Background: an optimization exercise with open tools, aiming at small area. Do not read the settings as production practice.
The RTL was checked by simulation tests, not by an equivalence proof against the original design.
Power figures rest on the tool's default switching activity, not on a simulated workload.

`flow/run.sh`:
```
#!/bin/bash
# Own layout flow: the standard flow, with
#  - port buffers of the smallest buffer cell,
#  - a clock tree of mid-size clock buffers without dummy loads,
#  - every combinational cell swapped to its smallest drive strength after floorplan
#    (the flow's timing repair upsizes again wherever timing needs it).
# Each tool's output goes to a log file of its own in the work folder.
set -euo pipefail
R=orfs/results/${FLOW_PLATFORM:-sky130hd}/top/base
bash standard.sh synth > synth.log 2>&1
bash standard.sh floorplan > floorplan.log 2>&1
DS_ODB=$R/2_floorplan.odb openroad -no_init -exit flow/downsize.tcl > downsize.log 2>&1
bash standard.sh finish \
  'BUFFER_PORTS_ARGS=-buffer_cell sky130_fd_sc_hd__buf_1' \
  'CTS_ARGS=-buf_list sky130_fd_sc_hd__clkbuf_8 -sink_clustering_enable -sink_clustering_size 30 -sink_clustering_max_diameter 200 -dont_use_dummy_load -repair_clock_nets' \
  > finish.log 2>&1
```
`flow/downsize.tcl`:
```
# Swap every combinational cell for the smallest-area cell of the same family
# (same logic function, lower drive strength). Timing is repaired later by the flow.
read_db $::env(DS_ODB)
set db [ord::get_db]
set block [[$db getChip] getBlock]
set dont_use {}
proc area_of {m} { return [expr {[$m getWidth] * [$m getHeight]}] }
set fam [dict create]
foreach lib [$db getLibs] {
  foreach m [$lib getMasters] {
    set n [$m getName]
    if {[lsearch -exact $dont_use $n] >= 0} continue
    if {![regexp {^(sky130_fd_sc_hd__[a-z0-9]+)_([0-9]+)$} $n -> base drv]} continue
    dict lappend fam $base $m
  }
}
set swapped 0
set saved 0
foreach inst [$block getInsts] {
  set m [$inst getMaster]
  set n [$m getName]
  if {![regexp {^(sky130_fd_sc_hd__[a-z0-9]+)_([0-9]+)$} $n -> base drv]} continue
  if {[regexp {^sky130_fd_sc_hd__(df|edf|sdf|dl|clk|tap|fill|decap|conb|dlygate|dlymetal|lpflow|probe|diode)} $n]} continue
  if {![dict exists $fam $base]} continue
  set best $m
  foreach c [dict get $fam $base] {
    if {[area_of $c] < [area_of $best]} { set best $c }
  }
  if {$best ne $m} {
    set saved [expr {$saved + [area_of $m] - [area_of $best]}]
    $inst swapMaster $best
    incr swapped
  }
}
puts "downsize: swapped $swapped cells, saved [expr {$saved / 1e6}] um2"
write_db $::env(DS_ODB)
```
`design.v`:
```
module top (
    input clk,
    input rst,
    input up,
    input down,
    input raw_entry,
    input raw_exit,
    input [7:0] rate,
    output [6:0] seg_car,
    output [6:0] seg_cost1,
    output [6:0] seg_cost0,
    output full,
    output empty,
    output alarm
);
    reg [15:0] tm;
    reg [2:0] ph;
    always @(posedge clk or posedge rst) begin
        if (rst) begin
            ph <= 3'd4;
            tm <= 16'd0;
        end else begin
            ph <= ph + 3'd1;
            if (&ph) tm <= tm + 16'd1;
        end
    end
    reg e1, e2, ep, x1, x2, xp;
    always @(posedge clk or posedge rst) begin
        if (rst) begin
            e1 <= 1'b0; e2 <= 1'b0; ep <= 1'b0;
            x1 <= 1'b0; x2 <= 1'b0; xp <= 1'b0;
        end else begin
            e1 <= raw_entry; e2 <= e1; ep <= e1 & ~e2;
            x1 <= raw_exit;  x2 <= x1; xp <= x1 & ~x2;
        end
    end
    reg ae, ax, alarm_r;
    reg [1:0] cnt;
    wire is_full = &cnt;
    wire is_empty = ~|cnt;
    always @(posedge clk or posedge rst) begin
        if (rst) begin
            ae <= 1'b0; ax <= 1'b0; alarm_r <= 1'b0;
            cnt <= 2'd0;
        end else begin
            ae <= ep & ~is_full;
            ax <= xp & ~is_empty;
            alarm_r <= (ep & is_full) | (xp & is_empty);
            if (ae & ~ax & ~is_full) cnt <= cnt + 2'd1;
            else if (ax & ~ae & ~is_empty) cnt <= cnt - 2'd1;
        end
    end
    assign alarm = alarm_r;
    assign full = is_full;
    assign empty = is_empty;
    assign seg_car = (cnt == 2'd0) ? 7'b0000001 :
                     (cnt == 2'd1) ? 7'b1001111 :
                     (cnt == 2'd2) ? 7'b0010010 : 7'b0000110;
    reg [1:0] qc, hd, tl;
    reg [15:0] b0, b1, b2;
    reg [15:0] last;
    wire wr = ae & ~&qc;
    wire rd = ax & |qc;
    always @(posedge clk or posedge rst) begin
        if (rst) begin
            qc <= 2'd0; hd <= 2'd0; tl <= 2'd0;
            last <= 16'd0;
        end else begin
            if (wr) begin
                tl <= (tl == 2'd2) ? 2'd0 : tl + 2'd1;
                qc <= qc + 2'd1;
            end
            if (rd) begin
                last <= (hd == 2'd0) ? b0 : (hd == 2'd1) ? b1 : b2;
                hd <= (hd == 2'd2) ? 2'd0 : hd + 2'd1;
                qc <= qc - 2'd1;
            end
        end
    end
    always @(posedge clk) begin
        if (wr && tl == 2'd0) b0 <= tm;
        if (wr && tl == 2'd1) b1 <= tm;
        if (wr && tl == 2'd2) b2 <= tm;
    end
    wire [15:0] tmn = ~tm;
    wire gs1, gc2;
    fa gu3 (.a(tmn[0]), .b(last[0]), .c(1'b0), .s(gs1), .co(gc2));
    wire gs4, gc5;
    fa gu6 (.a(tmn[1]), .b(last[1]), .c(gc2), .s(gs4), .co(gc5));
    wire gs7, gc8;
    fa gu9 (.a(tmn[2]), .b(last[2]), .c(gc5), .s(gs7), .co(gc8));
    wire gs10, gc11;
    fa gu12 (.a(tmn[3]), .b(last[3]), .c(gc8), .s(gs10), .co(gc11));
    wire gs13, gc14;
    fa gu15 (.a(tmn[4]), .b(last[4]), .c(gc11), .s(gs13), .co(gc14));
    wire gs16, gc17;
    fa gu18 (.a(tmn[5]), .b(last[5]), .c(gc14), .s(gs16), .co(gc17));
    wire gs19, gc20;
    fa gu21 (.a(tmn[6]), .b(last[6]), .c(gc17), .s(gs19), .co(gc20));
    wire gs22, gc23;
    fa gu24 (.a(tmn[7]), .b(last[7]), .c(gc20), .s(gs22), .co(gc23));
    wire gs25, gc26;
    fa gu27 (.a(tmn[8]), .b(last[8]), .c(gc23), .s(gs25), .co(gc26));
    wire gs28, gc29;
    fa gu30 (.a(tmn[9]), .b(last[9]), .c(gc26), .s(gs28), .co(gc29));
    wire gs31, gc32;
    fa gu33 (.a(tmn[10]), .b(last[10]), .c(gc29), .s(gs31), .co(gc32));
    wire gs34, gc35;
    fa gu36 (.a(tmn[11]), .b(last[11]), .c(gc32), .s(gs34), .co(gc35));
    wire gs37, gc38;
    fa gu39 (.a(tmn[12]), .b(last[12]), .c(gc35), .s(gs37), .co(gc38));
    wire gs40, gc41;
    fa gu42 (.a(tmn[13]), .b(last[13]), .c(gc38), .s(gs40), .co(gc41));
    wire gs43, gc44;
    fa gu45 (.a(tmn[14]), .b(last[14]), .c(gc41), .s(gs43), .co(gc44));
    wire gs46, gc47;
    fa gu48 (.a(tmn[15]), .b(last[15]), .c(gc44), .s(gs46), .co(gc47));
    wire ge = ~gc47;
    wire [7:0] rgn = ~(rate & {8{ax & ge}});
    wire gp49 = ~(gs1 | rgn[0]);
    wire gp50 = ~(gs4 | rgn[0]);
    wire gp51 = ~(gs7 | rgn[0]);
    wire gp52 = ~(gs10 | rgn[0]);
    wire gp53 = ~(gs13 | rgn[0]);
    wire gp54 = ~(gs16 | rgn[0]);
    wire gp55 = ~(gs19 | rgn[0]);
    wire gp56 = ~(gs22 | rgn[0]);
    wire gp57 = ~(gs25 | rgn[0]);
    wire gp58 = ~(gs28 | rgn[0]);
    wire gp59 = ~(gs31 | rgn[0]);
    wire gp60 = ~(gs34 | rgn[0]);
    wire gp61 = ~(gs37 | rgn[0]);
    wire gp62 = ~(gs40 | rgn[0]);
    wire gp63 = ~(gs43 | rgn[0]);
    wire gp64 = ~(gs46 | rgn[0]);
    wire gp65 = ~(gs1 | rgn[1]);
    wire gp66 = ~(gs4 | rgn[1]);
    wire gp67 = ~(gs7 | rgn[1]);
    wire gp68 = ~(gs10 | rgn[1]);
    wire gp69 = ~(gs13 | rgn[1]);
    wire gp70 = ~(gs16 | rgn[1]);
    wire gp71 = ~(gs19 | rgn[1]);
    wire gp72 = ~(gs22 | rgn[1]);
    wire gp73 = ~(gs25 | rgn[1]);
    wire gp74 = ~(gs28 | rgn[1]);
    wire gp75 = ~(gs31 | rgn[1]);
    wire gp76 = ~(gs34 | rgn[1]);
    wire gp77 = ~(gs37 | rgn[1]);
    wire gp78 = ~(gs40 | rgn[1]);
    wire gp79 = ~(gs43 | rgn[1]);
    wire gp80 = ~(gs1 | rgn[2]);
    wire gp81 = ~(gs4 | rgn[2]);
    wire gp82 = ~(gs7 | rgn[2]);
    wire gp83 = ~(gs10 | rgn[2]);
    wire gp84 = ~(gs13 | rgn[2]);
    wire gp85 = ~(gs16 | rgn[2]);
    wire gp86 = ~(gs19 | rgn[2]);
    wire gp87 = ~(gs22 | rgn[2]);
    wire gp88 = ~(gs25 | rgn[2]);
    wire gp89 = ~(gs28 | rgn[2]);
    wire gp90 = ~(gs31 | rgn[2]);
    wire gp91 = ~(gs34 | rgn[2]);
    wire gp92 = ~(gs37 | rgn[2]);
    wire gp93 = ~(gs40 | rgn[2]);
    wire gp94 = ~(gs1 | rgn[3]);
    wire gp95 = ~(gs4 | rgn[3]);
    wire gp96 = ~(gs7 | rgn[3]);
    wire gp97 = ~(gs10 | rgn[3]);
    wire gp98 = ~(gs13 | rgn[3]);
    wire gp99 = ~(gs16 | rgn[3]);
    wire gp100 = ~(gs19 | rgn[3]);
    wire gp101 = ~(gs22 | rgn[3]);
    wire gp102 = ~(gs25 | rgn[3]);
    wire gp103 = ~(gs28 | rgn[3]);
    wire gp104 = ~(gs31 | rgn[3]);
    wire gp105 = ~(gs34 | rgn[3]);
    wire gp106 = ~(gs37 | rgn[3]);
    wire gp107 = ~(gs1 | rgn[4]);
    wire gp108 = ~(gs4 | rgn[4]);
    wire gp109 = ~(gs7 | rgn[4]);
    wire gp110 = ~(gs10 | rgn[4]);
    wire gp111 = ~(gs13 | rgn[4]);
    wire gp112 = ~(gs16 | rgn[4]);
    wire gp113 = ~(gs19 | rgn[4]);
    wire gp114 = ~(gs22 | rgn[4]);
    wire gp115 = ~(gs25 | rgn[4]);
    wire gp116 = ~(gs28 | rgn[4]);
    wire gp117 = ~(gs31 | rgn[4]);
    wire gp118 = ~(gs34 | rgn[4]);
    wire gp119 = ~(gs1 | rgn[5]);
    wire gp120 = ~(gs4 | rgn[5]);
    wire gp121 = ~(gs7 | rgn[5]);
    wire gp122 = ~(gs10 | rgn[5]);
    wire gp123 = ~(gs13 | rgn[5]);
    wire gp124 = ~(gs16 | rgn[5]);
    wire gp125 = ~(gs19 | rgn[5]);
    wire gp126 = ~(gs22 | rgn[5]);
    wire gp127 = ~(gs25 | rgn[5]);
    wire gp128 = ~(gs28 | rgn[5]);
    wire gp129 = ~(gs31 | rgn[5]);
    wire gp130 = ~(gs1 | rgn[6]);
    wire gp131 = ~(gs4 | rgn[6]);
    wire gp132 = ~(gs7 | rgn[6]);
    wire gp133 = ~(gs10 | rgn[6]);
    wire gp134 = ~(gs13 | rgn[6]);
    wire gp135 = ~(gs16 | rgn[6]);
    wire gp136 = ~(gs19 | rgn[6]);
    wire gp137 = ~(gs22 | rgn[6]);
    wire gp138 = ~(gs25 | rgn[6]);
    wire gp139 = ~(gs28 | rgn[6]);
    wire gp140 = ~(gs1 | rgn[7]);
    wire gp141 = ~(gs4 | rgn[7]);
    wire gp142 = ~(gs7 | rgn[7]);
    wire gp143 = ~(gs10 | rgn[7]);
    wire gp144 = ~(gs13 | rgn[7]);
    wire gp145 = ~(gs16 | rgn[7]);
    wire gp146 = ~(gs19 | rgn[7]);
    wire gp147 = ~(gs22 | rgn[7]);
    wire gp148 = ~(gs25 | rgn[7]);
    wire gs149, gc150;
    ha gu151 (.a(gp50), .b(gp65), .s(gs149), .co(gc150));
    wire gs152, gc153;
    fa gu154 (.a(gp51), .b(gp66), .c(gp80), .s(gs152), .co(gc153));
    wire gs155, gc156;
    ha gu157 (.a(gc150), .b(gs152), .s(gs155), .co(gc156));
    wire gs158, gc159;
    fa gu160 (.a(gp52), .b(gp67), .c(gp81), .s(gs158), .co(gc159));
    wire gs161, gc162;
    fa gu163 (.a(gp94), .b(gc153), .c(gs158), .s(gs161), .co(gc162));
    wire gs164, gc165;
    ha gu166 (.a(gc156), .b(gs161), .s(gs164), .co(gc165));
    wire gs167, gc168;
    fa gu169 (.a(gp53), .b(gp68), .c(gp82), .s(gs167), .co(gc168));
    wire gs170, gc171;
    fa gu172 (.a(gp95), .b(gp107), .c(gc159), .s(gs170), .co(gc171));
    wire gs173, gc174;
    fa gu175 (.a(gs167), .b(gc162), .c(gs170), .s(gs173), .co(gc174));
    wire gs176, gc177;
    ha gu178 (.a(gc165), .b(gs173), .s(gs176), .co(gc177));
    wire gs179, gc180;
    fa gu181 (.a(gp54), .b(gp69), .c(gp83), .s(gs179), .co(gc180));
    wire gs182, gc183;
    fa gu184 (.a(gp96), .b(gp108), .c(gp119), .s(gs182), .co(gc183));
    wire gs185, gc186;
    fa gu187 (.a(gc168), .b(gs179), .c(gs182), .s(gs185), .co(gc186));
    wire gs188, gc189;
    fa gu190 (.a(gc171), .b(gs185), .c(gc174), .s(gs188), .co(gc189));
    wire gs191, gc192;
    ha gu193 (.a(gc177), .b(gs188), .s(gs191), .co(gc192));
    wire gs194, gc195;
    fa gu196 (.a(gp55), .b(gp70), .c(gp84), .s(gs194), .co(gc195));
    wire gs197, gc198;
    fa gu199 (.a(gp97), .b(gp109), .c(gp120), .s(gs197), .co(gc198));
    wire gs200, gc201;
    fa gu202 (.a(gp130), .b(gc180), .c(gc183), .s(gs200), .co(gc201));
    wire gs203, gc204;
    fa gu205 (.a(gs194), .b(gs197), .c(gc186), .s(gs203), .co(gc204));
    wire gs206, gc207;
    fa gu208 (.a(gs200), .b(gs203), .c(gc189), .s(gs206), .co(gc207));
    wire gs209, gc210;
    ha gu211 (.a(gc192), .b(gs206), .s(gs209), .co(gc210));
    wire gs212, gc213;
    fa gu214 (.a(gp56), .b(gp71), .c(gp85), .s(gs212), .co(gc213));
    wire gs215, gc216;
    fa gu217 (.a(gp98), .b(gp110), .c(gp121), .s(gs215), .co(gc216));
    wire gs218, gc219;
    fa gu220 (.a(gp131), .b(gp140), .c(gc195), .s(gs218), .co(gc219));
    wire gs221, gc222;
    fa gu223 (.a(gc198), .b(gs212), .c(gs215), .s(gs221), .co(gc222));
    wire gs224, gc225;
    fa gu226 (.a(gc201), .b(gs218), .c(gs221), .s(gs224), .co(gc225));
    wire gs227, gc228;
    fa gu229 (.a(gc204), .b(gs224), .c(gc207), .s(gs227), .co(gc228));
    wire gs230, gc231;
    ha gu232 (.a(gc210), .b(gs227), .s(gs230), .co(gc231));
    wire gs233, gc234;
    fa gu235 (.a(gp57), .b(gp72), .c(gp86), .s(gs233), .co(gc234));
    wire gs236, gc237;
    fa gu238 (.a(gp99), .b(gp111), .c(gp122), .s(gs236), .co(gc237));
    wire gs239, gc240;
    fa gu241 (.a(gp132), .b(gp141), .c(gc213), .s(gs239), .co(gc240));
    wire gs242, gc243;
    fa gu244 (.a(gc216), .b(gs233), .c(gs236), .s(gs242), .co(gc243));
    wire gs245, gc246;
    fa gu247 (.a(gc219), .b(gc222), .c(gs239), .s(gs245), .co(gc246));
    wire gs248, gc249;
    fa gu250 (.a(gs242), .b(gc225), .c(gs245), .s(gs248), .co(gc249));
    wire gs251, gc252;
    fa gu253 (.a(gs248), .b(gc228), .c(gc231), .s(gs251), .co(gc252));
    wire gs254, gc255;
    fa gu256 (.a(gp58), .b(gp73), .c(gp87), .s(gs254), .co(gc255));
    wire gs257, gc258;
    fa gu259 (.a(gp100), .b(gp112), .c(gp123), .s(gs257), .co(gc258));
    wire gs260, gc261;
    fa gu262 (.a(gp133), .b(gp142), .c(gc234), .s(gs260), .co(gc261));
    wire gs263, gc264;
    fa gu265 (.a(gc237), .b(gs254), .c(gs257), .s(gs263), .co(gc264));
    wire gs266, gc267;
    fa gu268 (.a(gc240), .b(gc243), .c(gs260), .s(gs266), .co(gc267));
    wire gs269, gc270;
    fa gu271 (.a(gs263), .b(gc246), .c(gs266), .s(gs269), .co(gc270));
    wire gs272, gc273;
    fa gu274 (.a(gc249), .b(gs269), .c(gc252), .s(gs272), .co(gc273));
    wire gs275, gc276;
    fa gu277 (.a(gp59), .b(gp74), .c(gp88), .s(gs275), .co(gc276));
    wire gs278, gc279;
    fa gu280 (.a(gp101), .b(gp113), .c(gp124), .s(gs278), .co(gc279));
    wire gs281, gc282;
    fa gu283 (.a(gp134), .b(gp143), .c(gc255), .s(gs281), .co(gc282));
    wire gs284, gc285;
    fa gu286 (.a(gc258), .b(gs275), .c(gs278), .s(gs284), .co(gc285));
    wire gs287, gc288;
    fa gu289 (.a(gc261), .b(gc264), .c(gs281), .s(gs287), .co(gc288));
    wire gs290, gc291;
    fa gu292 (.a(gs284), .b(gc267), .c(gs287), .s(gs290), .co(gc291));
    wire gs293, gc294;
    fa gu295 (.a(gc270), .b(gs290), .c(gc273), .s(gs293), .co(gc294));
    wire gs296, gc297;
    fa gu298 (.a(gp60), .b(gp75), .c(gp89), .s(gs296), .co(gc297));
    wire gs299, gc300;
    fa gu301 (.a(gp102), .b(gp114), .c(gp125), .s(gs299), .co(gc300));
    wire gs302, gc303;
    fa gu304 (.a(gp135), .b(gp144), .c(gc276), .s(gs302), .co(gc303));
    wire gs305, gc306;
    fa gu307 (.a(gc279), .b(gs296), .c(gs299), .s(gs305), .co(gc306));
    wire gs308, gc309;
    fa gu310 (.a(gc282), .b(gc285), .c(gs302), .s(gs308), .co(gc309));
    wire gs311, gc312;
    fa gu313 (.a(gs305), .b(gc288), .c(gs308), .s(gs311), .co(gc312));
    wire gs314, gc315;
    fa gu316 (.a(gc291), .b(gs311), .c(gc294), .s(gs314), .co(gc315));
    wire gs317, gc318;
    fa gu319 (.a(gp61), .b(gp76), .c(gp90), .s(gs317), .co(gc318));
    wire gs320, gc321;
    fa gu322 (.a(gp103), .b(gp115), .c(gp126), .s(gs320), .co(gc321));
    wire gs323, gc324;
    fa gu325 (.a(gp136), .b(gp145), .c(gc297), .s(gs323), .co(gc324));
    wire gs326, gc327;
    fa gu328 (.a(gc300), .b(gs317), .c(gs320), .s(gs326), .co(gc327));
    wire gs329, gc330;
    fa gu331 (.a(gc303), .b(gc306), .c(gs323), .s(gs329), .co(gc330));
    wire gs332, gc333;
    fa gu334 (.a(gs326), .b(gc309), .c(gs329), .s(gs332), .co(gc333));
    wire gs335, gc336;
    fa gu337 (.a(gc312), .b(gs332), .c(gc315), .s(gs335), .co(gc336));
    wire gs338, gc339;
    fa gu340 (.a(gp62), .b(gp77), .c(gp91), .s(gs338), .co(gc339));
    wire gs341, gc342;
    fa gu343 (.a(gp104), .b(gp116), .c(gp127), .s(gs341), .co(gc342));
    wire gs344, gc345;
    fa gu346 (.a(gp137), .b(gp146), .c(gc318), .s(gs344), .co(gc345));
    wire gs347, gc348;
    fa gu349 (.a(gc321), .b(gs338), .c(gs341), .s(gs347), .co(gc348));
    wire gs350, gc351;
    fa gu352 (.a(gc324), .b(gc327), .c(gs344), .s(gs350), .co(gc351));
    wire gs353, gc354;
    fa gu355 (.a(gs347), .b(gc330), .c(gs350), .s(gs353), .co(gc354));
    wire gs356, gc357;
    fa gu358 (.a(gc333), .b(gs353), .c(gc336), .s(gs356), .co(gc357));
    wire gs359, gc360;
    fa gu361 (.a(gp63), .b(gp78), .c(gp92), .s(gs359), .co(gc360));
    wire gs362, gc363;
    fa gu364 (.a(gp105), .b(gp117), .c(gp128), .s(gs362), .co(gc363));
    wire gs365, gc366;
    fa gu367 (.a(gp138), .b(gp147), .c(gc339), .s(gs365), .co(gc366));
    wire gs368, gc369;
    fa gu370 (.a(gc342), .b(gs359), .c(gs362), .s(gs368), .co(gc369));
    wire gs371, gc372;
    fa gu373 (.a(gc345), .b(gc348), .c(gs365), .s(gs371), .co(gc372));
    wire gs374, gc375;
    fa gu376 (.a(gs368), .b(gc351), .c(gs371), .s(gs374), .co(gc375));
    wire gs377, gc378;
    fa gu379 (.a(gc354), .b(gs374), .c(gc357), .s(gs377), .co(gc378));
    wire gx380 = gp64 ^ gp79;
    wire gx381 = gp93 ^ gp106;
    wire gx382 = gp118 ^ gp129;
    wire gx383 = gp139 ^ gp148;
    wire gx384 = gx380 ^ gx381;
    wire gx385 = gx382 ^ gx383;
    wire gx386 = gc360 ^ gc363;
    wire gx387 = gx384 ^ gx385;
    wire gx388 = gx386 ^ gx387;
    wire gx389 = gc366 ^ gc369;
    wire gx390 = gx388 ^ gx389;
    wire gx391 = gc372 ^ gx390;
    wire gx392 = gx391 ^ gc375;
    wire gx393 = gx392 ^ gc378;
    wire [1:0] xl = {gs149, gp49};
    wire gi394 = ~gs176;
    wire gi395 = ~gs191;
    wire gi396 = ~gs251;
    wire gi397 = ~gs272;
    wire gi398 = ~gs335;
    wire gi399 = ~gs356;
    wire gs400, gc401;
    fa gu402 (.a(gs155), .b(gi394), .c(gs209), .s(gs400), .co(gc401));
    wire gs403, gc404;
    fa gu405 (.a(gi396), .b(gs293), .c(gi398), .s(gs403), .co(gc404));
    wire gs406, gc407;
    fa gu408 (.a(gs377), .b(gs400), .c(gs403), .s(gs406), .co(gc407));
    wire gs409, gc410;
    fa gu411 (.a(gs164), .b(gi395), .c(gs230), .s(gs409), .co(gc410));
    wire gs412, gc413;
    fa gu414 (.a(gi397), .b(gs314), .c(gi399), .s(gs412), .co(gc413));
    wire gs415, gc416;
    fa gu417 (.a(gx393), .b(gc401), .c(gc404), .s(gs415), .co(gc416));
    wire gs418, gc419;
    fa gu420 (.a(gs409), .b(gs412), .c(gc407), .s(gs418), .co(gc419));
    wire gs421, gc422;
    ha gu423 (.a(gs415), .b(gs418), .s(gs421), .co(gc422));
    wire gs424, gc425;
    fa gu426 (.a(gc410), .b(gc413), .c(gc416), .s(gs424), .co(gc425));
    wire gs427, gc428;
    fa gu429 (.a(gc419), .b(gs424), .c(gc422), .s(gs427), .co(gc428));
    wire gs430, gc431;
    ha gu432 (.a(gc425), .b(gc428), .s(gs430), .co(gc431));
    wire [4:0] rs = {gc431, gs430, gs427, gs421, gs406};
    wire [2:0] r;
    wire [2:0] cr;
    tab_r u_r (.i(rs), .o({r, cr}));
    wire gi433 = ~gs209;
    wire gi434 = ~gs377;
    wire gi435 = ~gx393;
    wire gs436, gc437;
    fa gu438 (.a(gs176), .b(gs230), .c(gs272), .s(gs436), .co(gc437));
    wire gs439, gc440;
    fa gu441 (.a(gs293), .b(gi434), .c(gs436), .s(gs439), .co(gc440));
    wire gs442, gc443;
    ha gu444 (.a(gs439), .b(cr[0]), .s(gs442), .co(gc443));
    wire gs445, gc446;
    fa gu447 (.a(gs191), .b(gi433), .c(gi396), .s(gs445), .co(gc446));
    wire gs448, gc449;
    fa gu450 (.a(gs314), .b(gi435), .c(gc437), .s(gs448), .co(gc449));
    wire gs451, gc452;
    fa gu453 (.a(gs445), .b(gc440), .c(gs448), .s(gs451), .co(gc452));
    wire gs454, gc455;
    fa gu456 (.a(cr[1]), .b(gc443), .c(gs451), .s(gs454), .co(gc455));
    wire gs457, gc458;
    fa gu459 (.a(gc446), .b(gc449), .c(cr[2]), .s(gs457), .co(gc458));
    wire gs460, gc461;
    fa gu462 (.a(gc452), .b(gs457), .c(gc455), .s(gs460), .co(gc461));
    wire gs463, gc464;
    ha gu465 (.a(gc458), .b(gc461), .s(gs463), .co(gc464));
    wire [4:0] qs = {gc464, gs463, gs460, gs454, gs442};
    wire [2:0] q;
    tab_q u_q (.i(qs), .o(q));
    wire [7:0] u;
    tab_units u_units (.i({r, xl}), .o(u));
    tab_tens u_tens (.i({q, u[7]}), .o(seg_cost1));
    assign seg_cost0 = u[6:0];
endmodule
module fa (input a, input b, input c, output s, output co);
    assign s = a ^ b ^ c;
    assign co = (a & b) | (c & (a ^ b));
endmodule
module ha (input a, input b, output s, output co);
    assign s = a ^ b;
    assign co = a & b;
endmodule
module tab_r (input [4:0] i, output [5:0] o);
    wire g_new_n12;
    wire g_new_n13;
    wire g_new_n14;
    wire g_new_n15;
    wire g_new_n16;
    wire g_new_n17;
    wire g_new_n18;
    wire g_new_n19;
    wire g_new_n20;
    wire g_new_n21;
    wire g_new_n22;
    wire g_new_n23;
    wire g_new_n25;
    wire g_new_n26;
    wire g_new_n27;
    wire g_new_n28;
    wire g_new_n29;
    wire g_new_n30;
    wire g_new_n32;
    wire g_new_n33;
    wire g_new_n34;
    wire g_new_n35;
    wire g_new_n36;
    wire g_new_n37;
    wire g_new_n39;
    wire g_new_n40;
    assign g_new_n12 = (~i[0]);
    assign g_new_n13 = (~g_new_n12) | (~i[2]);
    assign g_new_n14 = (~i[2]);
    assign g_new_n15 = (~g_new_n14) | (~i[0]);
    assign g_new_n16 = (~g_new_n13) | (~g_new_n15);
    assign g_new_n17 = (~i[4]&~g_new_n16);
    assign g_new_n18 = (~g_new_n17);
    assign g_new_n19 = (~i[1]);
    assign g_new_n20 = (~i[3]&~g_new_n18) | (~g_new_n19&~g_new_n18);
    assign g_new_n21 = (~i[4]);
    assign g_new_n22 = (~i[3]);
    assign g_new_n23 = (~g_new_n21&~g_new_n12) | (~g_new_n22) | (~g_new_n14) | (~i[1]);
    assign o[5] = (~g_new_n18&~g_new_n20) | (~g_new_n23&~g_new_n20);
    assign g_new_n25 = (~g_new_n15) | (~i[1]);
    assign g_new_n26 = (~g_new_n13) | (~g_new_n19);
    assign g_new_n27 = (~g_new_n25&~g_new_n22) | (~g_new_n26&~g_new_n22);
    assign g_new_n28 = (~g_new_n25) | (~g_new_n22);
    assign g_new_n29 = (~g_new_n28) | (~g_new_n21);
    assign g_new_n30 = (~g_new_n18) | (~g_new_n19) | (~g_new_n13);
    assign o[4] = (~g_new_n30&~g_new_n27) | (~g_new_n29&~g_new_n27);
    assign g_new_n32 = (~g_new_n19) | (~i[3]);
    assign g_new_n33 = (~i[1]&~g_new_n21) | (~i[2]) | (~g_new_n32);
    assign g_new_n34 = (~g_new_n28) | (~i[4]);
    assign g_new_n35 = (~g_new_n34) | (~g_new_n33);
    assign g_new_n36 = (~i[0]&~g_new_n32) | (~g_new_n21&~i[1]);
    assign g_new_n37 = (~g_new_n36) | (~g_new_n16);
    assign o[3] = (~g_new_n35&~g_new_n37) | (g_new_n20);
    assign g_new_n39 = (~i[3]&~i[4]) | (~i[2]&~i[4]) | (~i[1]&~i[4]);
    assign g_new_n40 = (~g_new_n33) | (~g_new_n22);
    assign o[2] = (~g_new_n40&~g_new_n39) | (~i[4]&~g_new_n39);
    assign o[1] = (i[3]&g_new_n39) | (i[2]&g_new_n39);
    assign o[0] = (~g_new_n14&~g_new_n35) | (~g_new_n36&~g_new_n35);
endmodule
module tab_q (input [4:0] i, output [2:0] o);
    wire g_new_n9;
    wire g_new_n10;
    wire g_new_n11;
    wire g_new_n12;
    wire g_new_n13;
    wire g_new_n14;
    wire g_new_n15;
    wire g_new_n16;
    wire g_new_n17;
    wire g_new_n18;
    wire g_new_n19;
    wire g_new_n20;
    wire g_new_n21;
    wire g_new_n23;
    wire g_new_n25;
    wire g_new_n26;
    wire g_new_n27;
    wire g_new_n28;
    assign g_new_n9 = (~i[4]);
    assign g_new_n10 = (~i[0]);
    assign g_new_n11 = (~i[2]&~g_new_n10);
    assign g_new_n12 = (~i[3]&~i[1]&~g_new_n9) | (~g_new_n11);
    assign g_new_n13 = (~i[3]);
    assign g_new_n14 = (~i[4]&~i[1]&~g_new_n13);
    assign g_new_n15 = (~i[4]&~g_new_n14) | (~g_new_n13&~g_new_n14);
    assign g_new_n16 = (~i[2]);
    assign g_new_n17 = (~g_new_n13) | (~i[1]);
    assign g_new_n18 = (~g_new_n16&~g_new_n17) | (~g_new_n15);
    assign g_new_n19 = (~i[4]&~g_new_n10);
    assign g_new_n20 = (~g_new_n16&~g_new_n19) | (~g_new_n10&~g_new_n19);
    assign g_new_n21 = (~g_new_n20) | (~g_new_n9);
    assign o[2] = (~g_new_n21&~g_new_n18) | (~g_new_n12&~g_new_n15);
    assign g_new_n23 = (~g_new_n11&~g_new_n14) | (~g_new_n12);
    assign o[1] = (~g_new_n17&~g_new_n20) | (~g_new_n23);
    assign g_new_n25 = (~g_new_n12&~g_new_n15);
    assign g_new_n26 = (~g_new_n11&~g_new_n14) | (~g_new_n19);
    assign g_new_n27 = (~g_new_n16&~g_new_n15);
    assign g_new_n28 = (~g_new_n18) | (~g_new_n10);
    assign o[0] = (~g_new_n27&~g_new_n28) | (~g_new_n25&~g_new_n26);
endmodule
module tab_units (input [4:0] i, output [7:0] o);
    wire g_new_n14;
    wire g_new_n15;
    wire g_new_n16;
    wire g_new_n17;
    wire g_new_n18;
    wire g_new_n20;
    wire g_new_n21;
    wire g_new_n22;
    wire g_new_n23;
    wire g_new_n24;
    wire g_new_n25;
    wire g_new_n26;
    wire g_new_n27;
    wire g_new_n28;
    wire g_new_n30;
    wire g_new_n31;
    wire g_new_n32;
    wire g_new_n34;
    wire g_new_n38;
    assign g_new_n14 = (~i[4]);
    assign g_new_n15 = (~i[3]);
    assign g_new_n16 = (~i[2]);
    assign g_new_n17 = (~g_new_n15) | (~g_new_n16);
    assign g_new_n18 = (~i[2]&~i[1]) | (~g_new_n14);
    assign o[7] = (~g_new_n14&~g_new_n17) | (~g_new_n14&~g_new_n18) | (~g_new_n15&~g_new_n17) | (~g_new_n15&~g_new_n18);
    assign g_new_n20 = (~g_new_n15&~i[4]) | (~i[1]&~i[4]);
    assign g_new_n21 = (~i[1]);
    assign g_new_n22 = (~i[3]&~g_new_n14&~g_new_n21);
    assign g_new_n23 = (~g_new_n20&~g_new_n22);
    assign g_new_n24 = (~i[0]);
    assign g_new_n25 = (~g_new_n21&~g_new_n16) | (~i[3]&~g_new_n16);
    assign g_new_n26 = (~g_new_n20) | (~g_new_n25);
    assign g_new_n27 = (~g_new_n17&~g_new_n22) | (~g_new_n18&~g_new_n22);
    assign g_new_n28 = (~g_new_n27);
    assign o[2] = (~g_new_n24&~g_new_n28) | (~g_new_n26);
    assign g_new_n30 = (~g_new_n20&~g_new_n22) | (~g_new_n16);
    assign g_new_n31 = (~i[4]&~g_new_n25);
    assign g_new_n32 = (~g_new_n23) | (~i[0]);
    assign o[0] = (~g_new_n31&~g_new_n32&~g_new_n28) | (~g_new_n30);
    assign g_new_n34 = (~g_new_n24&~o[0]) | (~o[2]);
    assign o[6] = (~g_new_n23&~g_new_n34);
    assign o[3] = (~g_new_n34);
    assign o[5] = (~g_new_n28&~g_new_n31&~o[3]);
    assign g_new_n38 = (~g_new_n30) | (~g_new_n31);
    assign o[4] = (~i[0]&~g_new_n38);
    assign o[1] = (~g_new_n24&~g_new_n34) | (~g_new_n38);
endmodule
module tab_tens (input [3:0] i, output [6:0] o);
    wire g_new_n12;
    wire g_new_n13;
    wire g_new_n14;
    wire g_new_n15;
    wire g_new_n16;
    wire g_new_n17;
    wire g_new_n18;
    wire g_new_n20;
    wire g_new_n22;
    wire g_new_n23;
    wire g_new_n26;
    wire g_new_n28;
    assign g_new_n12 = (~i[0]);
    assign g_new_n13 = (~i[2]&~i[1]);
    assign g_new_n14 = (~i[3]);
    assign g_new_n15 = (~g_new_n14) | (~i[0]);
    assign g_new_n16 = (~i[2]);
    assign g_new_n17 = (~i[1]&~g_new_n16);
    assign g_new_n18 = (~g_new_n17);
    assign o[2] = (~i[3]&~g_new_n18) | (~g_new_n15);
    assign g_new_n20 = (~g_new_n12&~g_new_n13) | (~o[2]);
    assign o[6] = (~g_new_n20);
    assign g_new_n22 = (~i[1]);
    assign g_new_n23 = (~g_new_n14) | (~g_new_n12) | (~i[2]);
    assign o[5] = (~g_new_n15&~g_new_n18) | (~g_new_n22&~g_new_n23);
    assign o[4] = (~i[3]&~i[2]&~i[0]&~g_new_n22);
    assign g_new_n26 = (~g_new_n14) | (~i[2]) | (~i[1]) | (~i[0]);
    assign o[3] = (~g_new_n20) | (~g_new_n26);
    assign g_new_n28 = (~g_new_n16&~i[0]) | (~i[1]&~i[0]);
    assign o[1] = (~i[3]&~g_new_n17&~g_new_n28);
    assign o[0] = (~i[2]&~i[1]) | (~g_new_n26);
endmodule
```
`config.mk`:
```
export PLATFORM = sky130hd
export DESIGN_NAME = top
export DESIGN_NICKNAME = top
export VERILOG_FILES = /design/flow/design.v
export SDC_FILE = /design/flow/constraint.sdc
export NUM_CORES = 4
export LEC_CHECK = 0
export CAP_MARGIN = 20
export CORE_MARGIN = 2
export CORE_UTILIZATION = 40
export SLEW_MARGIN = 20
export SYNTH_HIERARCHICAL = 1
```
`constraint.sdc`:
```
create_clock -name core_clock -period 50.0 [get_ports {clk}]
set_input_delay 10.0000 -clock core_clock [delete_from_list [all_inputs] [get_ports {clk}]]
set_output_delay 10.0000 -clock core_clock [all_outputs]
set_load 0.01 [all_outputs]
```
`standard.sh`:
```
#!/bin/bash
# synth_recipe.tcl (not shown) runs the flow's synth.tcl, then flattens the netlist and writes it again
# the make line also repeats each setting of config.mk as NAME=value (left out here)
make -C /OpenROAD-flow-scripts/flow DESIGN_CONFIG=/design/flow/config.mk WORK_HOME=/design/flow/orfs CLKGATE_MAP_FILE= SYNTH_SCRIPT=/design/flow/synth_recipe.tcl "${@:-finish}"
```
==> impl_results.md, run 1 <==
- Synth unique cells: 68
- Total I/O pin count: 38
- Final Hold Fails: 0
- Resize count post-CTS: 0
- Clock root buffer: clkbuf_8
- Share of cells above drive strength 1: about 3.5%
- All-Layer GR Usage: 15.5%
- Slew HR: 30.7%
- Commonest cells after routing, fill and taps aside: 125 x nor2_1, 103 x fa_1, 50 x dfrtp_1
- DP HPWL: 11000 um
- Post-synth EDFFs: 48
- Crit-path max FO: 15
- Initial antenna violation count: 0
- Pin count of the biggest net entering global routing: 53
- Via/cell ratio: 5.25
- Max clock buf depth: 2
- Final WS setup: between 15 and 20 ns
- CTS tree: done
- Mapped Cells: 673
- Top_reg_cell synth: dfrtp_1
- Arr. time, crit path: about 23 ns
- Max VDD drop: 20.9 uV
- Status: finished clean
- Syn Area/Cell: 11.3 um2
- Max-slew violations: 0
- Sequential element share of the synthesized area: approximately 36%
- Final wirelength: 14400 um
- Placeable Area: 18700 um2
- Top cell by count, worst path: fa_1
- Postcts setup bufs: 0
- WHS Path Cells: 0
- Initial core utilization: 40.6%
- GPL Wtd Cong: 0.822
- Final Power: 0.347 mW
- Wire per inst: roughly 16 um
- Layout Area Growth over Synthesis: 4.28%
- Post-synth top area cell: fa_1
- Diodes inserted: 0
- Die width: 142 um
- 1st-iter DRT viols: approximately 260
- Pleak: 3.45 nW
- Clk latency of the worst-skew pair: 0.36 ns
- Top cell type's share of synthesized area: between 20% and 30%
- Setup-failing EPs final: 0
- Endpoint type of the worst setup path: output port
- FF+latch area: 2750 um2
- RR Startpoint: ph[2]
- Final Critical Period: between 30 and 40 ns
- Final worst-path cycle share: 65.6%
- # DRC: 0
- Hold crit path type: reg -> reg
- Hold WS: 0.373 ns
- First-pass GRT wire length: 24800 um
- Vias in the first global route: 5159
- Critical path class: in -> out
- Count of input and output buffers: 34
- CP Launch Point: rate[0]
- Worst path slowest cell: fa_1
- Worst-case reg-to-reg path depth: 6
- DIE AREA: 20100 um2
- Power Dens Cells: 43.8 nW/um2
- Top cells by area, synth: fa_1 27%, edfxtp_1 19%, dfrtp_1 17%
- Max-cap violations: 0
- Nets: around 830
- # rows: 50
- H-tree lvl count: 3
- DR vias: 4827
- Max Fclk: 30.5 MHz
- Worst-margin pin slew: a little over 1 ns
- Fill count: 1765
- Clock Skews: 0.0188 ns
- Total grt overflow: 0
- TritonRoute pass-1 iters: 4
- Multi-input logic area: 4480 um2
- Mapped Area: 7600 um2
- Ys Warns: 7
- Synth Register Bits: 100
- Async set-or-reset flop fraction in the synthesized netlist: 52.0%
- Inserted Clock Buffers: 9
- Clock Pin Slew Worst Setup and Hold Paths: approximately 0.080 ns
- RSZ-0062 raised after global routing: false
- Commonest non-fill, non-tap cell in the layout: nor2_1
- Post-route ant nets: 0
- Setup TNS: 0 ns
- Pre-CTS setup slack: 17.17 ns
- Hold buffer count at cts: 0
- Required time worst endpoint: 40.00 ns
- Die Ht: 142 um
- Hold Crit Start: x1
- Max incr delay on CP: 0.68 ns
- Crit path launch type: input port
- # clock sinks: 100
[flip-flops by register name, summed over array words and instances, names as in the netlist, 3 cells and up]
name,count
b2,16
b1,16
tm,16
ph,3
b0,16
last,16
[stage by stage]
stage          std cells  cell area, um2  utilization, %
2_1_floorplan        674            7610               -
3_5_place_dp         910            7800            41.7
3_3_place_gp         910            7800            41.7
6_report             919            7930            42.4
4_1_cts              919            7930            42.4
5_1_grt              919            7930            42.4
[Yosys cell counts (4+ instances only)]
master,n
mux2i_1,20
fa_1,103
ha_1,21
nor2b_1,13
dfrtp_1,51
clkbuf_1,12
buf_6,6
inv_1,36
edfxtp_1,48
nand2_1,42
o21ai_1,11
buf_2,5
nand2b_1,6
nand3_1,5
o21ai_0,19
xor2_1,5
buf_1,8
xnor2_1,29
nor2_1,123
buf_4,4
nor3_1,11
nand4_1,4
a21oi_1,27
[modules after synthesis (local to each module, per instance), a selection]
module,flip-flops and latches,area [um2]
fa,0,20.0
tab_q,0,151
tab_r,0,240
tab_tens,0,116
tab_units,0,305
top,100,4590
[worst max-delay path, delay by kind of cell]
| kind | cells | cell delay, ns |
|---|---|---|
| compound gates | 2 | 0.69 |
| xor+xnor | 4 | 1.01 |
| fa+ha+maj | 22 | 8.69 |
| buf+inv | 3 | 0.38 |
| mux | 3 | 0.54 |
| simple gates | 7 | 1.48 |
[cell families (layout without fill, tap and decap cells)]
| family | Yosys count | after routing | synth area share [%] |
|---|---|---|---|
| AO/OA/AOI/OAI | 80 | 80 | 6.17 |
| XOR/XNOR | 37 | 37 | 4.74 |
| adder cells (fa/ha/maj) | 124 | 124 | 30.6 |
| buffers and inverters | 72 | 83 | 4.43 |
| flip-flops | 100 | 100 | 36.1 |
| multiplexers | 24 | 24 | 3.23 |
| other | 1 | 2 | 0.0493 |
| AND/OR/NAND/NOR | 235 | 235 | 14.7 |
[where the power goes]
| part | leakage, nW | switching (mW) | internal (mW) | total [mW] |
|---|---|---|---|---|
| combinational | 2.28 | 0.116 | 0.0758 | 0.192 |
| clock | 0.0647 | 0.0230 | 0.0162 | 0.0392 |
| sequential | 1.11 | 0.0168 | 0.0994 | 0.116 |
[routing by layer]
metal	wire length (um)	track usage (%)	vias to the layer above	share of wire, %
li1	-	-	2229	-
met5	0	0	-	0
met2	7490	28.0	98	52
met3	393	1.89	20	2.7
met4	206	4.79	0	1.4
met1	6360	19.6	2480	44
[final timing paths]
kind / to / slack (ns)
setup / recovery: seg_cost1[3] / 17.18
hold / removal: x2 / 0.37
setup reg to reg: tm[15] / 47.91
hold reg to reg: x2 / 0.37
max in group asynchronous: hd[1] / 39.71
min in group asynchronous: tl[0] / 9.79
[cell type report]
class	count	area share, %
multi-input combinational	502	56.5
sequential	100	34.6
tap	234	3.69
timing repair buffer	37	1.89
inverter	37	1.75
clock buffer	9	1.56
==> run 2, diff against run 1 <==
--- a/config.mk
+++ b/config.mk
@@ -5,6 +5,7 @@
 export SDC_FILE = /design/flow/constraint.sdc
 export NUM_CORES = 4
 export LEC_CHECK = 0
+export ABC_AREA = 1
 export CAP_MARGIN = 20
 export CORE_MARGIN = 2
 export CORE_UTILIZATION = 40
==> run 2 against run 1 <==
Against the previous run: hold slack gained 0.0092 ns; sequential share of layout area increased by 0.34 points; die area down 1.8%; final area fell by 1.0%; register-to-register slack worse by 0.02 ns.
==> impl_results.md, run 2 <==
- Fin util: 43.3%
- WHS Path Cells: 0
- Required time worst endpoint: 40.00 ns
- Pin count of the biggest net entering global routing: between 50 and 60
- CP Launch Point: rate[0]
- Resize count post-CTS: 0
- Hold WS: 0.382 ns
- Placeable Area: 18100 um2
- Async set-or-reset flop fraction in the synthesized netlist: 52.0%
- First-pass GRT wire length: 24700 um
- Wire length on met2: 6920 um
- Final wirelength: 14300 um
- Commonest cells after routing, fill and taps aside: 145 x nor2_1, 113 x nand2_1, 103 x fa_1
- Syn Area/Cell: 10.0 um2
- Initial core utilization: between 40% and 50%
- Share of cells above drive strength 1: 4.17%
- Crit path launch type: input port
- Max clock buf depth: 2
- RSZ-0062 raised after global routing: false
- Status: finished clean
- Diodes inserted: 0
- Endpoint type of the worst setup path: output port
- Post-route design area: 7850 um2
- Commonest cells in the synthesized netlist: 140 x nor2_1, 103 x fa_1, 99 x nand2_1
- Worst-case reg-to-reg path depth: 10
- GPL Wtd Cong: 0.798
- Synth unique cells: 41
- Post-synth EDFFs: between 40 and 50
- Top cells by area, synth: fa_1 28%, edfxtp_1 19%, dfrtp_1 17%
- Die width: 141 um
- Power Dens Cells: roughly 29 nW/um2
- # clock sinks: 100
- Max-cap violations: 0
- Final worst-path cycle share: 63.4%
- DP HPWL: 11000 um
- Worst path slowest cell: fa_1
- Hold Crit Start: e1
- Hold crit path type: reg -> reg
- Area post-placement: ~7700 um2
- Sequential element share of the synthesized area: 36.8%
- Max Used Layer: met4
- Post-synth top area cell: fa_1
- # DRC: 0
- Met3 Wirelength: 441 um
- CTS tree: done
- Ys Warns: 7
- Postcts setup bufs: 0
- All-Layer GR Usage: 15.6%
- Via/cell ratio: 4.90
- M1 wire length: 6720 um
- Max VDD drop: roughly 24 uV
- Top cell type's share of synthesized area: roughly 28%
- Count leader, synth: nor2_1
- Final Critical Period: around 32 ns
- Max incr delay on CP: between 0.5 and 0.6 ns
- Pleak: 3.61 nW
- Slew HR: 54.1%
- TritonRoute pass-1 iters: 5
- Vias in the first global route: 5007
- Wire per inst: 14.3 um
- 1st-iter DRT viols: 282
- Initial antenna violation count: 0
- DR vias: between 4000 and 5000
- Post-route ant nets: 0
- Max Fclk: 31.5 MHz
- Inserted Clock Buffers: 9
- Final Hold Fails: 0
- RR Startpoint: ph[2]
- Top cell by count, worst path: fa_1
- Total I/O pin count: 38
- Setup-failing EPs final: 0
- Clock root buffer: clkbuf_8
- Clock Pin Slew Worst Setup and Hold Paths: 0.07 ns
- Clock Skews: about 0.011 ns
- Die Ht: 141 um
- Top_reg_cell synth: dfrtp_1
- Commonest non-fill, non-tap cell in the layout: nor2_1
- Hold buffer count at cts: 0
- Nets: between 900 and 1000
- Synth Register Bits: 100
- Total grt overflow: 0
- Worst-margin pin slew: around 0.69 ns
- Clk latency of the worst-skew pair: 0.36 ns
- Count of input and output buffers: 34
- DIE AREA: 19800 um2
- Arr. time, crit path: 21.70 ns
- Setup TNS: 0 ns
- Crit-path max FO: 15
- # rows: about 50
- Layout Area Growth over Synthesis: 5.13%
- FF-to-FF setup slack: 47.89 ns
- H-tree lvl count: 3
- Max-slew violations: 0
- Mapped Area: 7470 um2
- Mapped Cells: roughly 740
- Critical path class: in -> out
[run 2: cell types whose count changed in the layout (fill, tap and decap cells not counted), moves of 6 or more]
| cell | previous run | this run |
|---|---|---|
| nor3_1 | 12 | 3 |
| a31oi_1 | 0 | 16 |
| o21ai_0 | 20 | 12 |
| xor2_1 | 5 | 16 |
| nor2_1 | 125 | 145 |
| inv_2 | 2 | 11 |
| xnor2_1 | 30 | 5 |
| nor2b_1 | 15 | 0 |
| mux2i_1 | 20 | 0 |
| o21ai_1 | 10 | 4 |
| nand3_1 | 5 | 50 |
| nand2_1 | 43 | 113 |
| inv_1 | 35 | 70 |
| nand2b_1 | 8 | 0 |
[run 2: routing by layer]
metal  up-vias  track usage, %
li1       2402               -
met1      2390            21.7
met2        75            25.9
met3        16            1.53
met4         0            5.47
met5         -               0
[run 2: cell families (layout without fill, tap and decap cells)]
logic type | count (synthesis) | in the layout | synth area share (%)
AND/OR/NAND/NOR | 324 | 324 | 18.8
adder cells (fa/ha/maj) | 124 | 124 | 31.1
buffers and inverters | 109 | 132 | 5.70
flip-flops | 100 | 100 | 36.8
AO/OA/AOI/OAI | 65 | 65 | 5.08
XOR/XNOR | 21 | 21 | 2.46
other | 1 | 2 | 0.0502
[run 2: worst paths after layout]
path	endpoint
min in group asynchronous	last[9]
max	seg_cost1[3]
max in group asynchronous	last[0]
min	e2
max reg2reg	tm[15]
min reg2reg	e2
[run 2: metrics by stage]
stage	total power, mW	worst slack (ns)	std cells
5_1_grt	0.242	17.44	997
3_5_place_dp	0.190	18.22	988
2_1_floorplan	0.164	19.43	745
6_report	0.227	18.30	997
3_3_place_gp	0.189	18.37	988
4_1_cts	0.229	18.23	997
[run 2: where the power goes]
part / leakage, nW / switching [mW] / internal (mW)
registers: 1.08 / 0.0136 / 0.0999
logic: 2.46 / 0.0496 / 0.0246
clock network: 0.0647 / 0.0231 / 0.0162
total: 3.61 / 0.0863 / 0.141
[run 2: area by class of cell]
cell class | instances | area, um2
Clock buffer | 9 | 124
Fill cell | 1782 | 10300
Inverter | 82 | 308
Multi-Input combinational cell | 536 | 4210
Sequential cell | 100 | 2740
Tap cell | 229 | 287
Timing Repair Buffer | 41 | 180
[run 2: worst max-delay path: cells and delay by family]
kind	cells	cell delay, ns
fa+ha+maj	22	8.33
simple gates	20	2.32
compound gates	2	0.57
buf+inv	5	0.48
[run 2: Yosys stat by module (local to each module, per instance)]
module,area [um2],flip-flops and latches,times used
top,4690,100,1
tab_r,186,0,1
tab_units,166,0,1
tab_q,128,0,1
tab_tens,98.8,0,1
fa,20.0,0,103
ha,12.5,0,11
==> run 3, diff against run 2 <==
--- a/design.v
+++ b/design.v
@@ -470,52 +470,52 @@
     wire g_new_n21;
     wire g_new_n22;
     wire g_new_n23;
+    wire g_new_n24;
     wire g_new_n25;
     wire g_new_n26;
     wire g_new_n27;
     wire g_new_n28;
     wire g_new_n29;
     wire g_new_n30;
+    wire g_new_n31;
     wire g_new_n32;
     wire g_new_n33;
-    wire g_new_n34;
     wire g_new_n35;
     wire g_new_n36;
-    wire g_new_n37;
     wire g_new_n39;
-    wire g_new_n40;
-    assign g_new_n12 = (~i[0]);
-    assign g_new_n13 = (~g_new_n12) | (~i[2]);
+    wire g_new_n41;
+    assign g_new_n12 = (~i[1]);
+    assign g_new_n13 = (~i[3]&~g_new_n12);
     assign g_new_n14 = (~i[2]);
-    assign g_new_n15 = (~g_new_n14) | (~i[0]);
-    assign g_new_n16 = (~g_new_n13) | (~g_new_n15);
-    assign g_new_n17 = (~i[4]&~g_new_n16);
-    assign g_new_n18 = (~g_new_n17);
-    assign g_new_n19 = (~i[1]);
-    assign g_new_n20 = (~i[3]&~g_new_n18) | (~g_new_n19&~g_new_n18);
-    assign g_new_n21 = (~i[4]);
-    assign g_new_n22 = (~i[3]);
-    assign g_new_n23 = (~g_new_n21&~g_new_n12) | (~g_new_n22) | (~g_new_n14) | (~i[1]);
-    assign o[5] = (~g_new_n18&~g_new_n20) | (~g_new_n23&~g_new_n20);
-    assign g_new_n25 = (~g_new_n15) | (~i[1]);
-    assign g_new_n26 = (~g_new_n13) | (~g_new_n19);
-    assign g_new_n27 = (~g_new_n25&~g_new_n22) | (~g_new_n26&~g_new_n22);
-    assign g_new_n28 = (~g_new_n25) | (~g_new_n22);
-    assign g_new_n29 = (~g_new_n28) | (~g_new_n21);
-    assign g_new_n30 = (~g_new_n18) | (~g_new_n19) | (~g_new_n13);
-    assign o[4] = (~g_new_n30&~g_new_n27) | (~g_new_n29&~g_new_n27);
-    assign g_new_n32 = (~g_new_n19) | (~i[3]);
-    assign g_new_n33 = (~i[1]&~g_new_n21) | (~i[2]) | (~g_new_n32);
-    assign g_new_n34 = (~g_new_n28) | (~i[4]);
-    assign g_new_n35 = (~g_new_n34) | (~g_new_n33);
-    assign g_new_n36 = (~i[0]&~g_new_n32) | (~g_new_n21&~i[1]);
-    assign g_new_n37 = (~g_new_n36) | (~g_new_n16);
-    assign o[3] = (~g_new_n35&~g_new_n37) | (g_new_n20);
-    assign g_new_n39 = (~i[3]&~i[4]) | (~i[2]&~i[4]) | (~i[1]&~i[4]);
-    assign g_new_n40 = (~g_new_n33) | (~g_new_n22);
-    assign o[2] = (~g_new_n40&~g_new_n39) | (~i[4]&~g_new_n39);
-    assign o[1] = (i[3]&g_new_n39) | (i[2]&g_new_n39);
-    assign o[0] = (~g_new_n14&~g_new_n35) | (~g_new_n36&~g_new_n35);
+    assign g_new_n15 = (~i[4]&~g_new_n14);
+    assign g_new_n16 = (~i[3]);
+    assign g_new_n17 = (~i[1]&~g_new_n16);
+    assign g_new_n18 = (~i[4]&~g_new_n17);
+    assign g_new_n19 = (~g_new_n14&~g_new_n12);
+    assign g_new_n20 = (~g_new_n19);
+    assign g_new_n21 = (~i[3]&~g_new_n20) | (~i[2]&~g_new_n18);
+    assign g_new_n22 = (~g_new_n21);
+    assign g_new_n23 = (~g_new_n13&~g_new_n15) | (~g_new_n22);
+    assign g_new_n24 = (~i[4]&~g_new_n17) | (~i[1]&~g_new_n17);
+    assign g_new_n25 = (~g_new_n23) | (~g_new_n24);
+    assign g_new_n26 = (~i[0]);
+    assign g_new_n27 = (~g_new_n15) | (~g_new_n16);
+    assign g_new_n28 = (~i[2]&~i[1]) | (~g_new_n16);
+    assign g_new_n29 = (~g_new_n28&~g_new_n19) | (~i[4]&~g_new_n19);
+    assign g_new_n30 = (~g_new_n29) | (~g_new_n27);
+    assign g_new_n31 = (~g_new_n26&~g_new_n30);
+    assign g_new_n32 = (~g_new_n30);
+    assign g_new_n33 = (~i[0]&~g_new_n22) | (~i[0]&~g_new_n32) | (~g_new_n24&~g_new_n22) | (~g_new_n24&~g_new_n32);
+    assign o[5] = (~g_new_n31&~g_new_n33) | (~g_new_n25);
+    assign g_new_n35 = (~g_new_n24&~g_new_n32);
+    assign g_new_n36 = (~i[0]&~g_new_n23);
+    assign o[4] = (~i[0]&~g_new_n35&~g_new_n36) | (~g_new_n21&~g_new_n35&~g_new_n36);
+    assign o[3] = (~g_new_n31&~g_new_n33);
+    assign g_new_n39 = (~g_new_n19&~i[4]) | (~i[3]&~i[4]);
+    assign o[2] = (~g_new_n39&~g_new_n35);
+    assign g_new_n41 = (~g_new_n29) | (~i[3]);
+    assign o[1] = (~g_new_n41) | (~g_new_n27);
+    assign o[0] = (~g_new_n21&~g_new_n30) | (~g_new_n26&~g_new_n30);
 endmodule
 module tab_q (input [4:0] i, output [2:0] o);
     wire g_new_n9;
@@ -564,7 +564,7 @@
     wire g_new_n16;
     wire g_new_n17;
     wire g_new_n18;
-    wire g_new_n20;
+    wire g_new_n19;
     wire g_new_n21;
     wire g_new_n22;
     wire g_new_n23;
@@ -572,39 +572,41 @@
     wire g_new_n25;
     wire g_new_n26;
     wire g_new_n27;
-    wire g_new_n28;
+    wire g_new_n29;
     wire g_new_n30;
     wire g_new_n31;
-    wire g_new_n32;
     wire g_new_n34;
+    wire g_new_n35;
     wire g_new_n38;
-    assign g_new_n14 = (~i[4]);
-    assign g_new_n15 = (~i[3]);
-    assign g_new_n16 = (~i[2]);
-    assign g_new_n17 = (~g_new_n15) | (~g_new_n16);
-    assign g_new_n18 = (~i[2]&~i[1]) | (~g_new_n14);
-    assign o[7] = (~g_new_n14&~g_new_n17) | (~g_new_n14&~g_new_n18) | (~g_new_n15&~g_new_n17) | (~g_new_n15&~g_new_n18);
-    assign g_new_n20 = (~g_new_n15&~i[4]) | (~i[1]&~i[4]);
-    assign g_new_n21 = (~i[1]);
-    assign g_new_n22 = (~i[3]&~g_new_n14&~g_new_n21);
-    assign g_new_n23 = (~g_new_n20&~g_new_n22);
-    assign g_new_n24 = (~i[0]);
-    assign g_new_n25 = (~g_new_n21&~g_new_n16) | (~i[3]&~g_new_n16);
-    assign g_new_n26 = (~g_new_n20) | (~g_new_n25);
-    assign g_new_n27 = (~g_new_n17&~g_new_n22) | (~g_new_n18&~g_new_n22);
-    assign g_new_n28 = (~g_new_n27);
-    assign o[2] = (~g_new_n24&~g_new_n28) | (~g_new_n26);
-    assign g_new_n30 = (~g_new_n20&~g_new_n22) | (~g_new_n16);
-    assign g_new_n31 = (~i[4]&~g_new_n25);
-    assign g_new_n32 = (~g_new_n23) | (~i[0]);
-    assign o[0] = (~g_new_n31&~g_new_n32&~g_new_n28) | (~g_new_n30);
-    assign g_new_n34 = (~g_new_n24&~o[0]) | (~o[2]);
-    assign o[6] = (~g_new_n23&~g_new_n34);
-    assign o[3] = (~g_new_n34);
-    assign o[5] = (~g_new_n28&~g_new_n31&~o[3]);
-    assign g_new_n38 = (~g_new_n30) | (~g_new_n31);
-    assign o[4] = (~i[0]&~g_new_n38);
-    assign o[1] = (~g_new_n24&~g_new_n34) | (~g_new_n38);
+    wire g_new_n40;
+    assign g_new_n14 = (~i[4]) | (~i[2]);
+    assign g_new_n15 = (~i[2]);
+    assign g_new_n16 = (~i[3]);
+    assign g_new_n17 = (~i[1]);
+    assign g_new_n18 = (~g_new_n16&~g_new_n17) | (~i[4]&~i[2]);
+    assign g_new_n19 = (~g_new_n18) | (~i[3]) | (~g_new_n15);
+    assign o[7] = (~i[3]&~g_new_n14) | (~g_new_n19);
+    assign g_new_n21 = (~i[4]&~g_new_n17) | (~g_new_n18);
+    assign g_new_n22 = (~g_new_n21);
+    assign g_new_n23 = (~g_new_n22) | (~i[0]);
+    assign g_new_n24 = (~g_new_n16&~g_new_n17);
+    assign g_new_n25 = (~i[3]&~i[1]&~g_new_n14);
+    assign g_new_n26 = (~g_new_n14&~g_new_n24&~g_new_n25);
+    assign g_new_n27 = (~g_new_n26);
+    assign o[3] = (~i[0]&~g_new_n27) | (~g_new_n23);
+    assign g_new_n29 = (~i[2]&~g_new_n17);
+    assign g_new_n30 = (~g_new_n16&~g_new_n29);
+    assign g_new_n31 = (~g_new_n22) | (~g_new_n30);
+    assign o[6] = (o[3]&g_new_n31);
+    assign o[5] = (~g_new_n27&~o[3]) | (~g_new_n31&~o[3]);
+    assign g_new_n34 = (~i[4]&~i[3]);
+    assign g_new_n35 = (~g_new_n29&~g_new_n25) | (~g_new_n34&~g_new_n25);
+    assign o[4] = (~i[0]&~g_new_n35);
+    assign o[1] = (~g_new_n23) | (~g_new_n35);
+    assign g_new_n38 = (~o[1]) | (~i[0]);
+    assign o[2] = (~g_new_n38) | (~g_new_n27);
+    assign g_new_n40 = (~i[3]&~g_new_n22) | (~g_new_n15&~g_new_n22);
+    assign o[0] = (~g_new_n40&~o[5]);
 endmodule
 module tab_tens (input [3:0] i, output [6:0] o);
     wire g_new_n12;
==> run 3 against run 2 <==
Against the previous run: still clean on timing, DRC and antenna; synthesized area decreased by 0.32%; clock power increased by 2%; via count increased by 1.7%; register-to-register slack about the same; setup slack got worse by 0.15 ns; maximum frequency decreased by 0.48%; sequential cell count unchanged; critical path depth decreased by 5; final area decreased by 0.26%; routed wire length increased by 3.1%; final cell count decreased by 0.20%.
==> impl_results.md, run 3 <==
- Status: finished clean
- Final wirelength: 14700 um
- Post-route ant nets: 0
- Final Power: 0.228 mW
- Vias in the first global route: 5121
- TritonRoute pass-1 iters: 5
- Slew HR: around 53%
- Setup TNS: 0 ns
- Count leader, synth: nor2_1
- Async set-or-reset flop fraction in the synthesized netlist: 52.0%
- Nets: 904
- Max-slew violations: 0
- Max-cap violations: 0
- Initial core utilization: 41.1%
- Top cell type's share of synthesized area: between 20 and 30%
- Sequential element share of the synthesized area: about 37%
- Endpoint type of the worst setup path: output port
- RSZ-0062 raised after global routing: false
- Clock root buffer: clkbuf_8
- Crit path launch type: input port
- Max incr delay on CP: 0.51 ns
- Die width: 140 um
- Final Critical Period: 31.85 ns
- Count of input and output buffers: 34
- 1st-iter DRT viols: 371
- Diodes inserted: 0
- Inserted Clock Buffers: 9
- Placeable Area: 18100 um2
- Final worst-path cycle share: between 60 and 70%
- Clk latency of the worst-skew pair: 0.37 ns
- # clock sinks: 100
- Wire per inst: 14.8 um
- Top cells by area, synth: fa_1 28%, edfxtp_1 19%, dfrtp_1 17%
- Pleak: 3.60 nW
- Max clock buf depth: 2
- Max Fclk: 31.4 MHz
- Total I/O pin count: 38
- Die Ht: between 100 and 150 um
- Resize count post-CTS: 0
- Required time worst endpoint: 40.00 ns
- Syn Area/Cell: 10.0 um2
- DR vias: 4965
- DIE AREA: 19700 um2
- Commonest cells after routing, fill and taps aside: 143 x nor2_1, 114 x nand2_1, 103 x fa_1
- # DRC: 0
- Commonest non-fill, non-tap cell in the layout: nor2_1
- Crit-path max FO: 15
- Top_reg_cell synth: dfrtp_1
- # rows: 49
- Final Hold Fails: 0
- Ys Warns: 7
- Layout Area Growth over Synthesis: 5.20%
- Power Dens Cells: 29.1 nW/um2
- Synth Register Bits: 100
- Commonest cells in the synthesized netlist: 138 x nor2_1, 103 x fa_1, 98 x nand2_1
- Top cell by count, worst path: fa_1
- Post-synth top area cell: fa_1
- Setup-failing EPs final: 0
- Postcts setup bufs: 0
- Post-synth EDFFs: 48
- Mapped Area: around 7400 um2
- CTS tree: done
- All-Layer GR Usage: approximately 16%
- First-pass GRT wire length: 24800 um
- Synth unique cells: between 40 and 50
- Clock Pin Slew Worst Setup and Hold Paths: 0.07 ns
- H-tree lvl count: 3
- Worst-margin pin slew: about 0.7 ns
- GPL Wtd Cong: about 0.80
- Worst path slowest cell: o21ai_0
- Hold buffer count at cts: 0
- DP HPWL: 11300 um
- Share of cells above drive strength 1: under 10%
- Pin count of the biggest net entering global routing: 53
- Initial antenna violation count: 0
- Critical path class: in -> out
- Mapped Cells: 741
- Fill count: around 1800
- Clock Skews: 0.0170 ns
- Arr. time, crit path: ~22 ns
- Max VDD drop: 23.2 uV
- Total grt overflow: 0
- Via/cell ratio: 4.99
- Hold crit path type: reg -> reg
## run 3: worst max-delay path, delay by kind of cell
family          cells  cell delay [ns]
simple gates       16             2.17
fa+ha+maj          21             8.21
compound gates      3             1.00
buf+inv             3             0.32
xor+xnor            1             0.14
## run 3: per-stage QoR
step	utilization (%)	std cells	setup WS (ns)	area (um2)	hold WS (ns)
after CTS	43.3	995	18.07	7830	0.383
after global routing	43.3	995	17.31	7830	0.407
after floorplan	-	742	19.44	7450	0.354
after detailed placement	42.6	986	18.06	7700	0.366
final	43.3	995	18.15	7830	0.379
after global placement	42.6	986	18.28	7700	0.359
## run 3: layout make-up
class / instances / area [um2] / area share, %
well taps: 229 / 287 / 3.66
flip-flops and latches: 100 / 2740 / 35.0
clock buffers: 9 / 124 / 1.58
inverters: 82 / 308 / 3.93
repair buffers: 42 / 188 / 2.40
multi-input cells: 533 / 4180 / 53.4
## run 3: per-layer routing
metal	track usage (%)	vias up	part of all wire [%]	wire length [um]
met5	0	-	0	0
met2	27.7	85	51	7470
met1	21.0	2469	45	6660
li1	-	2392	-	-
met3	1.57	19	2.4	359
met4	5.32	0	1.5	225
## run 3: power by group
group | switching (mW) | internal, mW | leakage, nW
sequential | 0.0138 | 0.0999 | 1.08
combinational | 0.0497 | 0.0245 | 2.46
clock | 0.0238 | 0.0162 | 0.0647
## run 3: kinds of logic after synthesis
| logic type | Yosys count | share of synthesized area [%] |
|---|---|---|
| xor gates and xnor gates | 21 | 2.47 |
| buffers and inverters | 109 | 5.72 |
| and+or+nand+nor | 322 | 18.8 |
| other | 1 | 0.0504 |
| adders and majority gates | 122 | 30.9 |
| DFF | 100 | 36.9 |
| AOI/OAI and AO/OA | 66 | 5.14 |
## run 3: modules after synthesis (local to each module, per instance)
module,copies in the design,cells inside
fa,103,1
ha,11,1
tab_q,1,26
tab_r,1,37
tab_tens,1,20
tab_units,1,34
top,1,510
## run 3: worst paths after layout
path / slack (ns) / end / start / depth (start not counted)
min in group asynchronous: 9.80 / tm[14] / rst / 3
worst max register to register: 47.90 / tm[15] / ph[2] / 10
worst min-delay path: 0.38 / e2 / e1 / 0
worst max-delay path: 18.15 / seg_cost1[3] / rate[0] / 44
worst min register to register: 0.38 / e2 / e1 / 0
max in group asynchronous: 39.76 / last[12] / rst / 3

## what the ideal ports hide
How much do the figures lean on ideal ports? The routed layouts below were timed once more, with nothing changed but the port constraints. Step 1: set_driving_cell puts a clkbuf_16 on clk and a buf_2 on each other input, an assumption about the parent block. Step 2 times the ports against the registers' clock, not the clock port: input delays grow and output delays shrink by t, the midpoint of the rising clock arrivals with the driver on. Slacks: ideal ports / drivers / drivers and shift; pairs: ideal ports / drivers.
| run | t, ns | slack for setup (ns) | worst setup path at the end | worst register clock-pin slew, ns | worst data-port slew with drivers (ns) |
|---|---|---|---|---|---|
| run 1 | 0.383 | 17.179 / 17.149 / 17.149 | input to output | 0.09 / 0.09 | 0.04 |
| run 2 | 0.388 | 18.304 / 18.273 / 18.273 | input to output | 0.08 / 0.08 | 0.03 |
| run 3 | 0.390 | 18.150 / 18.128 / 18.128 | input to output | 0.09 / 0.09 | 0.03 |
After both steps setup and hold are still met in every run listed. For run 2, which loses most, drivers alone change the setup slack by -0.031 ns; drivers and shift together by -0.031 ns.
